Source: an optimization exercise on an open RTL-to-GDS flow (aim: small area). Production flows keep margins and buffers that such runs may drop.
Function was checked by simulation only, so behaviour that the tests miss may differ from the original.
Power and IR drop assume default switching activity.

`run.sh`:
```
#!/bin/bash
# synth_recipe.tcl (not shown) runs the flow's synth.tcl, then flattens the netlist and writes it again
# the make line also repeats each setting of config.mk as NAME=value (left out here)
make -C /OpenROAD-flow-scripts/flow DESIGN_CONFIG=/design/flow/config.mk WORK_HOME=/design/flow/orfs CLKGATE_MAP_FILE= SYNTH_SCRIPT=/design/flow/synth_recipe.tcl finish
```
`constraint.sdc`:
```
create_clock -name core_clock -period 100.0 [get_ports {clk}]
set_input_delay 20.0000 -clock core_clock [delete_from_list [all_inputs] [get_ports {clk}]]
set_output_delay 20.0000 -clock core_clock [all_outputs]
set_load 0.01 [all_outputs]
```
`design.v`:
```
`timescale 1ns / 1ps
module D0_display(  
    input [3:0] D0_bits,
    input [3:0] D0_NUM,
    output reg [6:0] D0_a_to_g,
    output D0_dot,
    output [3:0] D0_led_bits
);
    assign D0_dot = D0_led_bits[1];
    assign D0_led_bits = D0_bits;
    always @(*) begin
        case(D0_NUM)
            0:D0_a_to_g=7'b1111110;
            1:D0_a_to_g=7'b0110000;
            2:D0_a_to_g=7'b1101101;
            3:D0_a_to_g=7'b1111001;
            4:D0_a_to_g=7'b0110011;
            5:D0_a_to_g=7'b1011011;
            6:D0_a_to_g=7'b1011111;
            7:D0_a_to_g=7'b1110000;
            8:D0_a_to_g=7'b1111111;
            9:D0_a_to_g=7'b1111011;
            default: D0_a_to_g=7'b1111110;
        endcase
    end
endmodule
module UltrasoundDME(
    input   clk,
    input   rst,                         
    input   start,
    input   receive,
    output  reg signal_1,
    output  reg signal_2,
    output  [6:0] a_to_g,
    output  dot,
    output  [3:0] led_bits ,
    output  reg receive_detect,          
    output  reg start_detect,            
    output  reg flag_square_detect,      
    output  reg flag_button_detect       
    );
    localparam [31:0] ultrasound_speed = 280;
    localparam [31:0] delay            = 1000;  
    localparam [6:0]  waves            = 40;    
    localparam [22:0] T_MAX            = 23'h7fffff;
    reg [3:0]   t_led_bits      ;
    reg [31:0]  clk_cnt         ;
    reg         flag_button     ;  
    reg         flag_square     ;  
    reg [6:0]   waves_cnt       ;
    reg         flag_receive    ;             
    reg [22:0]  t               ;  
    reg         t_rst           ;
    reg [31:0]  distance        ;
    reg [3:0]   num             ;
    reg [31:0]  d               ;  
    always@(posedge clk) begin  
        if (rst) begin
            clk_cnt             <=      0   ;
            flag_button         <=      0   ;
            flag_square         <=      0   ;
            d                   <=      0   ;
            waves_cnt           <=      0   ;
            flag_receive        <=      0   ;
            distance            <=      0   ;
            t                   <=      0   ;  
            t_rst               <=      0   ;
            signal_1            <=      0   ;
            signal_2            <=      0   ;
        end else begin
            clk_cnt <= clk_cnt + 1;   
            if (t_rst) begin
                t <= 0;
                t_rst <= 0;
            end else if (t != T_MAX)
                t <= t + 1;
            if (start && (~flag_button)) begin   
                flag_button <= 1;
                flag_square <= 1;
                flag_receive <= 0;
                t_rst <= 1;
                d <= 0;
            end
            if (flag_square)  
                if (d == 1250) begin  
                    d <= 0;
                    signal_1 <= signal_2;
                    signal_2 <= ~signal_2;
                    waves_cnt <= waves_cnt + 1;
                end else begin
                    d <= d+1;
                    signal_1 <= signal_1;
                    signal_2 <= signal_2;
                end
            if (waves_cnt >= waves) begin
                flag_square <= 0;
                waves_cnt <= 0;
            end
            if (flag_button && t >= delay * 1000) begin  
                flag_button <= 0;
            end
            if (receive) begin  
                if (~flag_receive) begin
                    flag_receive <= 1;
                    distance <= ultrasound_speed * {9'd0, t} / 200000;
                end
            end
        end
    end
    always@(*) begin  
        case (clk_cnt[15:14])
            0: begin
                num = distance % 10;
                t_led_bits = 4'b0001;
            end
            1: begin
                num = distance / 10 % 10;
                t_led_bits = 4'b0010;
            end
            2: begin
                num = distance / 100 % 10;
                t_led_bits = 4'b0100;
            end
            default: begin
                num = distance / 1000 % 10;
                t_led_bits = 4'b1000;
            end
        endcase
    end
    always@(*)  begin    
        receive_detect = flag_receive;
        start_detect = start;
        flag_square_detect = flag_square;
        flag_button_detect = flag_button;
    end
    D0_display myD0_display(.D0_bits(t_led_bits),.D0_NUM(num),.D0_a_to_g(a_to_g),.D0_dot(dot),.D0_led_bits(led_bits)) ;
endmodule
```
`config.mk`:
```
export PLATFORM = sky130hd
export DESIGN_NAME = UltrasoundDME
export DESIGN_NICKNAME = UltrasoundDME
export VERILOG_FILES = /design/flow/design.v
export SDC_FILE = /design/flow/constraint.sdc
export NUM_CORES = 4
export LEC_CHECK = 0
export CAP_MARGIN = 20
export CORE_MARGIN = 2
export CORE_UTILIZATION = 40
export SLEW_MARGIN = 20
```
==> results of run 1 <==
[layer usage]
metal | vias up | routed length (um) | global-route usage, %
met5 | - | 0 | 0
met4 | 0 | 2410 | 5.89
met3 | 161 | 4770 | 1.34
met2 | 1066 | 48200 | 37.5
met1 | 17700 | 52800 | 32.4
li1 | 19100 | - | -
[flip-flops by register name, indices dropped and copies added, names as in the netlist]
name          count
t_rst             1
signal_2          1
clk_cnt          16
distance         15
d                32
flag_square       1
flag_receive      1
flag_button       1
t                23
signal_1          1
waves_cnt         7
[layout by cell type, fill, tap and decap left out, drive strengths merged, types with 28 or more instances in the layout]
cell and n:
nor3 166, o21bai 28, nor2 592, o21a 70, o211ai 63, xor2 111
a21oi 385, nand3 171, nor2b 51, ha 321, o31ai 57, inv 294
mux2 52, dfxtp 99, or2 59, xnor2 263, nor4 48, nand4 87
and2 80, nand2 471, nand2b 85, a21o 91, a31oi 77, or3 74
mux2i 94, buf 41, a211oi 57, a21boi 32, a22oi 29, o21ai 364
and3 79
[where the power goes]
group          leakage (nW)  total [mW]  switching [mW]  internal [mW]
combinational          15.2       0.115          0.0657         0.0493
clock                 0.152      0.0393          0.0213         0.0180
sequential            0.801      0.0410        0.000974         0.0400
[timing repair]
item	in CTS	in global routing
resized for setup	0	20
setup buffers	0	9
endpoints found under the hold margin	0	0
hold buffers	0	0
setup endpoints to repair	0	7
[layout make-up]
class	instances	area (sq um)
clock buffers	9	225
well taps	1165	1460
repair buffers	61	505
clock inverters	7	91.3
fillers	9282	51200
multi-input cells	4632	31700
flip-flops and latches	99	1980
inverters	295	1110
[cell families after synthesis]
kind of cell | synth area share, %
and+or+nand+nor | 30.8
AOI/OAI and AO/OA | 31.5
buffers and inverters | 5.74
xor gates and xnor gates | 9.26
adders and majority gates | 12.7
muxes | 4.48
DFF | 5.58
other | 0.0106
[critical path: cells and delay by family, from the launching register on]
family          cells  cell delay, ns
compound gates    120           28.02
buf+inv            14            2.69
simple gates      114           27.72
fa+ha+maj          31            9.67
flops               1            0.48
xor+xnor            2            0.68
mux                13            4.27
[path summary, 6_finish.rpt]
kind	startpoint	endpoint	slack (ns)	depth (start not counted)
worst min-delay path	clk_cnt[0]	clk_cnt[0]	0.46	1
worst min register to register	clk_cnt[0]	clk_cnt[0]	0.46	1
worst max register to register	t[6]	distance[1]	72.86	88
worst max-delay path	clk_cnt[14]	a_to_g[2]	6.03	294
==> impl_metrics.yaml, run 1 <==
critical_path:
  worstPathArrival_ns: 73.97
  crit_type: "register to output pin"
  cp_max_fo: 31
  start_kind: "register"
  slowest_stage: "or4_4"
  worstPathRequired_ns: 80.00
  cpMostUsedCell: "ha_1"
  cp-end-kind: "output pin"
  max_stage_delay_ns: 0.70
timing:
  finalMaxSlewViolations: 0
  relSlewSlack_pct: 28.9
  setup_viol: 0
  holdWs_ns: 0.456
  tightest_slew_ns: 1.06
  hold_viol: 0
  clock_skew_ns: 0.0244
  fmax_ghz: 0.0106
  setup_tns_ns: 0
  finalCritPeriodShare_pct: 94.0
  fin_crit_ns: 93.97
  setup_slack_ns: 6.03
logic_synthesis:
  synthTopCellsByArea: "ha_1 (11%), xnor2_1 (6.5%), nor2_1 (6.2%)"
  synth_area_sq_mm: 0.0355
  synthFlopType: "dfxtp_1"
  synthTopCellsByCount: "nor2_1 (587), nand2_1 (469), a21oi_1 (379), ha_1 (321), o21ai_0 (321)"
  synth_seq_area_share_pct: 5.58
  yosys.area.top_type: "ha_1"
  synth_edf_count: 0
  synth-seq-cells: 99
  async_flop_share_pct: 0
  synthCells: 5182
  avgSynthCellArea_sq_um: 6.86
  yosys.area.top_type_share_pct: 11.3
  yosysMostFrequentCell: "nor2_1"
  synth_warnings: 2
  ys_types: 169
routing:
  routedWlPerCell_um: 17.3
  first_pass_iters: 8
  drc: 0
  drtIter0Drc: 2921
  drtAntennaViolNets: 0
  vias: 38000
  wl_um: 108000
  viasPerCell: 6.06
clock_network:
  cts.sinks: 99
  cts_tree: "yes"
  clk_latency_ns: 0.40
  cts_made_buffers: 9
  clock-root-buffer: "clkbuf_16"
  clk_pin_slew_ns: 0.09
  h-tree-depth: 3
  cts_buffer_depth: 2
placed_design:
  hpwl_um: 85500
  place_inst: 6243
  gp_congestion: 0.950
  port_buffers: 21
  pre_cts_ws_ns: 4.11
  place_area_sq_mm: 0.0366
global_routing:
  grt.total_usage_pct: 22.8
  grt_start_max_net_pins: 70
  grt_pass1_vias: 34500
  grt_overflow: 0
  antenna_found_initial: 0
  grt_pass1_wl_um: 177000
die:
  fp-row-count: 109
  core_sq_mm: 0.0882
  fp.dieArea_sq_mm: 0.0912
  dieWidth_um: 302
  die_y_um: 302
  start_util_pct: 40.3
  ioPinCount: 22
pwr:
  powerDensity_mw_per_mm2: 5.27
  ir_worst_vdd_uv: 15.6
  finalPower_uw: 195
  power.leakage_nw: 16.1
finish:
  nets: 5442
  design_area_sq_mm: 0.0371
  fin_cells: 6268
  final_util_pct: 42.0
  antenna_cells: 0
  drive_gt1_share_pct: 6.84
  area_delta_synth_final_pct: 4.38
hold_path:
  min_path_type: "register to register"
run_status:
  status: "timing/DRC/antenna clean"
flow_run:
  cap_violations: 0
==> run 2: changes to the inputs <==
==> design.v (replaced) <==
module UltrasoundDME(
    input   clk,
    input   rst,                         
    input   start,
    input   receive,
    output  reg signal_1,
    output  reg signal_2,
    output  reg [6:0] a_to_g,
    output  dot,
    output  reg [3:0] led_bits,
    output  receive_detect,
    output  start_detect,
    output  flag_square_detect,
    output  flag_button_detect
    );
    reg [15:0]  clk_cnt;
    reg         flag_button;
    reg         flag_square;
    reg         flag_receive;
    reg         t_rst;
    reg [9:0]   c;               
    reg [2:0]   p;               
    reg [3:0]   q0, q1, q2, q3;  
    reg         q4;              
    reg [3:0]   r0, r1, r2, r3;  
    reg [10:0]  d;               
    reg [4:0]   w;               
    wire press   = start & ~flag_button;
    wire d_end   = d[10] & d[7] & d[6] & d[5] & d[1];       
    wire w_end   = w[4] & w[2];                             
    wire c_end   = (c == 10'd0);
    wire q_sat   = q4 & q3[0] & q2[2] & q2[1] & q2[0] & q1[2] & q0[2];  
    wire q_1400  = q4 | q3[3] | q3[2] | q3[1] | (q3[0] & (q2[3] | q2[2]));
    wire capture = receive & ~flag_receive;
    wire q_inc   = c_end & ~q_sat;
    wire c0 = q_inc & (q0 == 4'd9);
    wire c1 = c0 & (q1 == 4'd9);
    wire c2 = c1 & (q2 == 4'd9);
    wire c3 = c2 & (q3 == 4'd9);
    always @(posedge clk) begin
        if (rst) begin
            clk_cnt      <= 0;
            flag_button  <= 0;
            flag_square  <= 0;
            flag_receive <= 0;
            t_rst        <= 0;
            w            <= 0;
            signal_1     <= 0;
            signal_2     <= 0;
            r0 <= 0; r1 <= 0; r2 <= 0; r3 <= 0;
        end else begin
            clk_cnt <= clk_cnt + 1'b1;
            t_rst   <= press;
            if (press) begin
                flag_button  <= 1;
                flag_receive <= 0;
            end
            if (flag_button & q_1400)
                flag_button <= 0;
            if (w_end) begin
                flag_square <= 0;
                w <= 0;
            end else begin
                if (press)
                    flag_square <= 1;
                if (flag_square & d_end) begin
                    signal_1 <= signal_2;
                    signal_2 <= ~signal_2;
                    if (signal_2)
                        w <= w + 1'b1;
                end
            end
            if (capture) begin
                flag_receive <= 1;
                r0 <= q0; r1 <= q1; r2 <= q2; r3 <= q3;
            end
        end
    end
    always @(posedge clk)
        if (~flag_square | d_end) d <= 0;
        else                      d <= d + 1'b1;
    always @(posedge clk) begin
        if (rst | t_rst) begin
            c <= 10'd714;
            p <= 0;
            q0 <= 0; q1 <= 0; q2 <= 0; q3 <= 0; q4 <= 0;
        end else begin
            if (c_end) begin
                c <= (p == 3'd2 || p == 3'd6) ? 10'd714 : 10'd713;
                p <= (p == 3'd6) ? 3'd0 : p + 1'b1;
            end else
                c <= c - 1'b1;
            if (q_inc) q0 <= (q0 == 4'd9) ? 4'd0 : q0 + 1'b1;
            if (c0)    q1 <= (q1 == 4'd9) ? 4'd0 : q1 + 1'b1;
            if (c1)    q2 <= (q2 == 4'd9) ? 4'd0 : q2 + 1'b1;
            if (c2)    q3 <= (q3 == 4'd9) ? 4'd0 : q3 + 1'b1;
            if (c3)    q4 <= 1'b1;
        end
    end
    reg [3:0] num;
    always @(*) begin
        case (clk_cnt[15:14])
            2'd0: begin num = r0; led_bits = 4'b0001; end
            2'd1: begin num = r1; led_bits = 4'b0010; end
            2'd2: begin num = r2; led_bits = 4'b0100; end
            default: begin num = r3; led_bits = 4'b1000; end
        endcase
        case (num)
            4'd0: a_to_g = 7'b1111110;
            4'd1: a_to_g = 7'b0110000;
            4'd2: a_to_g = 7'b1101101;
            4'd3: a_to_g = 7'b1111001;
            4'd4: a_to_g = 7'b0110011;
            4'd5: a_to_g = 7'b1011011;
            4'd6: a_to_g = 7'b1011111;
            4'd7: a_to_g = 7'b1110000;
            4'd8: a_to_g = 7'b1111111;
            4'd9: a_to_g = 7'b1111011;
            default: a_to_g = 7'b1111110;
        endcase
    end
    assign dot                = led_bits[1];
    assign receive_detect     = flag_receive;
    assign start_detect       = start;
    assign flag_square_detect = flag_square;
    assign flag_button_detect = flag_button;
endmodule
==> impl_metrics.yaml, run 2 <==
pwr:
  powerDensity_mw_per_mm2: 13.7
  clockPowerShare_pct: 39.2
  power.internal_uw: 46.8
  switchingPower_uw: 14.9
  finalPower_uw: 61.7
  pwr-share-comb_pct: 4.8
  seqPwrFrac_pct: 55.9
  netSwitchingFraction_pct: 24.2
  power.leakage_nw: 1.51
  ir_worst_vdd_uv: 6.31
finish:
  nets: 487
  regArea_sq_mm: 0.00168
  drive_gt1_share_pct: 8.18
  final_cell_mix: "dfxtp_1 (84), nand2_1 (61), nor2_1 (52)"
  area_delta_synth_final_pct: 11.4
  design_area_sq_mm: 0.00449
  reg_top3: "clk_cnt x16, d x11, c x10"
  fillers: 998
  antenna_cells: 0
  top_register: "clk_cnt"
  final_util_pct: 46.0
  largest_reg_flops: 16
  final_common_cell: "dfxtp_1"
  multi_input_area_sq_mm: 0.00219
die:
  fp.dieArea_sq_mm: 0.0109
  core_sq_mm: 0.00977
  fp-row-count: 36
  dieWidth_um: 104
  die_y_um: 104
  ioPinCount: 22
  start_util_pct: 41.3
placed_design:
  port_buffers: 21
  gp_congestion: 0.763
  place_area_sq_mm: 0.00430
  hpwl_um: 5200
critical_path:
  cp_cell_sequence: "clkdlybuf4s50_1 -> clkdlybuf4s50_1"
  start_kind: "primary input"
  timing.rr.start: "c[0]"
  startpoint: "start"
  crit_type: "primary input to output pin"
  worstPathArrival_ns: 21.01
  cp_max_fo: 2
  worstPathRequired_ns: 80.00
  slowest_stage: "clkdlybuf4s50_1"
  critPathBufInv: 2
  max_stage_delay_ns: 0.54
  cpMostUsedCell: "clkdlybuf4s50_1"
  cp-end-kind: "output pin"
  cpLargestDelayFamily: "buffers and inverters"
routing:
  wl_um: 7540
  drtAntennaViolNets: 0
  routedWlPerCell_um: 12.4
  viasPerCell: 5.15
  drc: 0
  first_pass_iters: 4
  drtIter0Drc: 116
  vias: 3142
logic_synthesis:
  avgSynthCellArea_sq_um: 8.72
  yosys.area.top_type_share_pct: 41.7
  async_flop_share_pct: 0
  synth_seq_area_share_pct: 41.7
  synth_warnings: 1
  synthTopCellsByArea: "dfxtp_1 (42%), nand2_1 (5.7%), nor2_1 (4.8%)"
  synthTopCellsByCount: "dfxtp_1 (84), nand2_1 (61), nor2_1 (52), a21oi_1 (32), xnor2_1 (17)"
  synthCells: 463
  yosys.area.top_type: "dfxtp_1"
  yosysMostFrequentCell: "dfxtp_1"
  synth_edf_count: 0
  synth-seq-cells: 84
  synthFlopType: "dfxtp_1"
  ys_types: 59
  synth_area_sq_mm: 0.00404
clock_network:
  cts.sinks: 84
  hold_buffers: 0
  h-tree-depth: 3
  postCtsSetupBuffers: 0
  cts_tree: "yes"
  cts_resized: 0
  cts_made_buffers: 9
  cts_buffer_depth: 2
  clock-root-buffer: "clkbuf_8"
  clk_latency_ns: 0.35
  clk_pin_slew_ns: 0.08
hold_path:
  min_path_type: "register to register"
  hold_start: "r0[0]"
timing:
  rsz0062_at_grt: "no"
  setup_tns_ns: 0
  hold_viol: 0
  relSlewSlack_pct: 28.6
  setup_viol: 0
  finalCritPeriodShare_pct: 41.0
  fmax_ghz: 0.0244
  clock_skew_ns: 0.00765
  finalMaxSlewViolations: 0
  fin_crit_ns: 41.01
  tightest_slew_ns: 1.07
global_routing:
  grt_overflow: 0
  grt_pass1_wl_um: 13500
  grt.total_usage_pct: 14.8
  antenna_found_initial: 0
  grt_pass1_vias: 2960
  grt_start_max_net_pins: 48
flow_run:
  cap_violations: 0
run_status:
  status: "timing/DRC/antenna clean"
-- run 2: cell count changes after synthesis, sizes merged, moves of 246 or more --
| cell | change |
|---|---|
| o21ai | -350 |
| nor2 | -539 |
| a21oi | -353 |
| ha | -310 |
| inv | -282 |
| nand2 | -410 |
| xnor2 | -246 |
-- run 2: final timing paths --
| path | cells past startpoint | to | slack, ns |
|---|---|---|---|
| max reg2reg | 6 | q2[3] | 97.87 |
| max | 2 | start_detect | 58.99 |
| min reg2reg | 2 | r0[0] | 0.46 |
| min | 2 | r0[0] | 0.46 |
-- run 2: layout make-up --
| class | count | area share, % |
|---|---|---|
| Multi-Input combinational cell | 344 | 48.7 |
| Inverter | 11 | 0.919 |
| Clock buffer | 9 | 2.76 |
| Clock inverter | 7 | 1.64 |
| Timing Repair Buffer | 22 | 4.84 |
| Tap cell | 133 | 3.70 |
| Sequential cell | 84 | 37.4 |
-- run 2: routing by layer --
metal / part of all wire [%] / wire length [um] / global-route usage, %
met4: 1.0 / 76 / 4.15
met1: 49 / 3700 / 18.8
met3: 3.9 / 291 / 4.57
met5: 0 / 0 / 0
met2: 46 / 3470 / 24.2
-- run 2: metrics by stage --
| stage | hold WS (ns) | cells | setup slack (ns) |
|---|---|---|---|
| floorplan | 0.418 | 463 | 59.88 |
| global placement | 0.431 | 594 | 58.99 |
| detailed placement | 0.447 | 594 | 58.98 |
| CTS | 0.459 | 610 | 58.98 |
| global route | 0.479 | 610 | 58.97 |
| finish | 0.458 | 610 | 58.99 |
-- run 2: kinds of logic (layout without fill, tap and decap cells) --
group | after synthesis | count (layout) | synth area share (%)
simple gates | 217 | 217 | 28.7
mux | 8 | 8 | 3.26
flops | 84 | 84 | 41.7
xor+xnor | 30 | 30 | 6.51
compound gates | 78 | 78 | 12.4
fa+ha+maj | 11 | 11 | 3.41
buf+inv | 35 | 49 | 4.06
-- run 2: power by group through the flow --
stage / sequential, mW / combinational, mW / clock, mW
floorplan: 0.0353 / 0.00215 / 0
global placement: 0.0353 / 0.00300 / 0
detailed placement: 0.0353 / 0.00301 / 0
CTS: 0.0346 / 0.00303 / 0.0253
global route: 0.0347 / 0.00338 / 0.0266
finish: 0.0345 / 0.00298 / 0.0242
-- run 2: worst min-delay path: stages (launching register included) --
cell     delay [ns]
dfxtp_1        0.31
nand2_1        0.05
a21oi_1        0.05

## afterwards: timing with drivers on the ports
How much do the figures lean on ideal ports? The routed layouts below were timed once more, with nothing changed but the port constraints. Step 1 sets driving cells, clkbuf_16 on the clock port and buf_2 on the other inputs (assumed; they add their load-dependent delay and slew). Step 2 times the ports against the registers' clock, not the clock port: input delays grow and output delays shrink by t, the midpoint of the rising clock arrivals with the driver on. Slacks: no drivers / after step 1 / after step 2; pairs: no drivers / after step 1.
run	t (ns)	setup slack, ns	latest minus earliest clock arrival (ns)	worst data-port slew with drivers (ns)
run 1	0.451	6.026 / 5.966 / 6.417	0.025 / 0.024	0.03
run 2	0.374	58.991 / 58.968 / 58.968	0.009 / 0.009	0.03
After both steps every run listed still meets setup and hold. For run 2, which loses most, drivers alone change the setup slack by -0.023 ns; drivers and shift together by -0.023 ns.
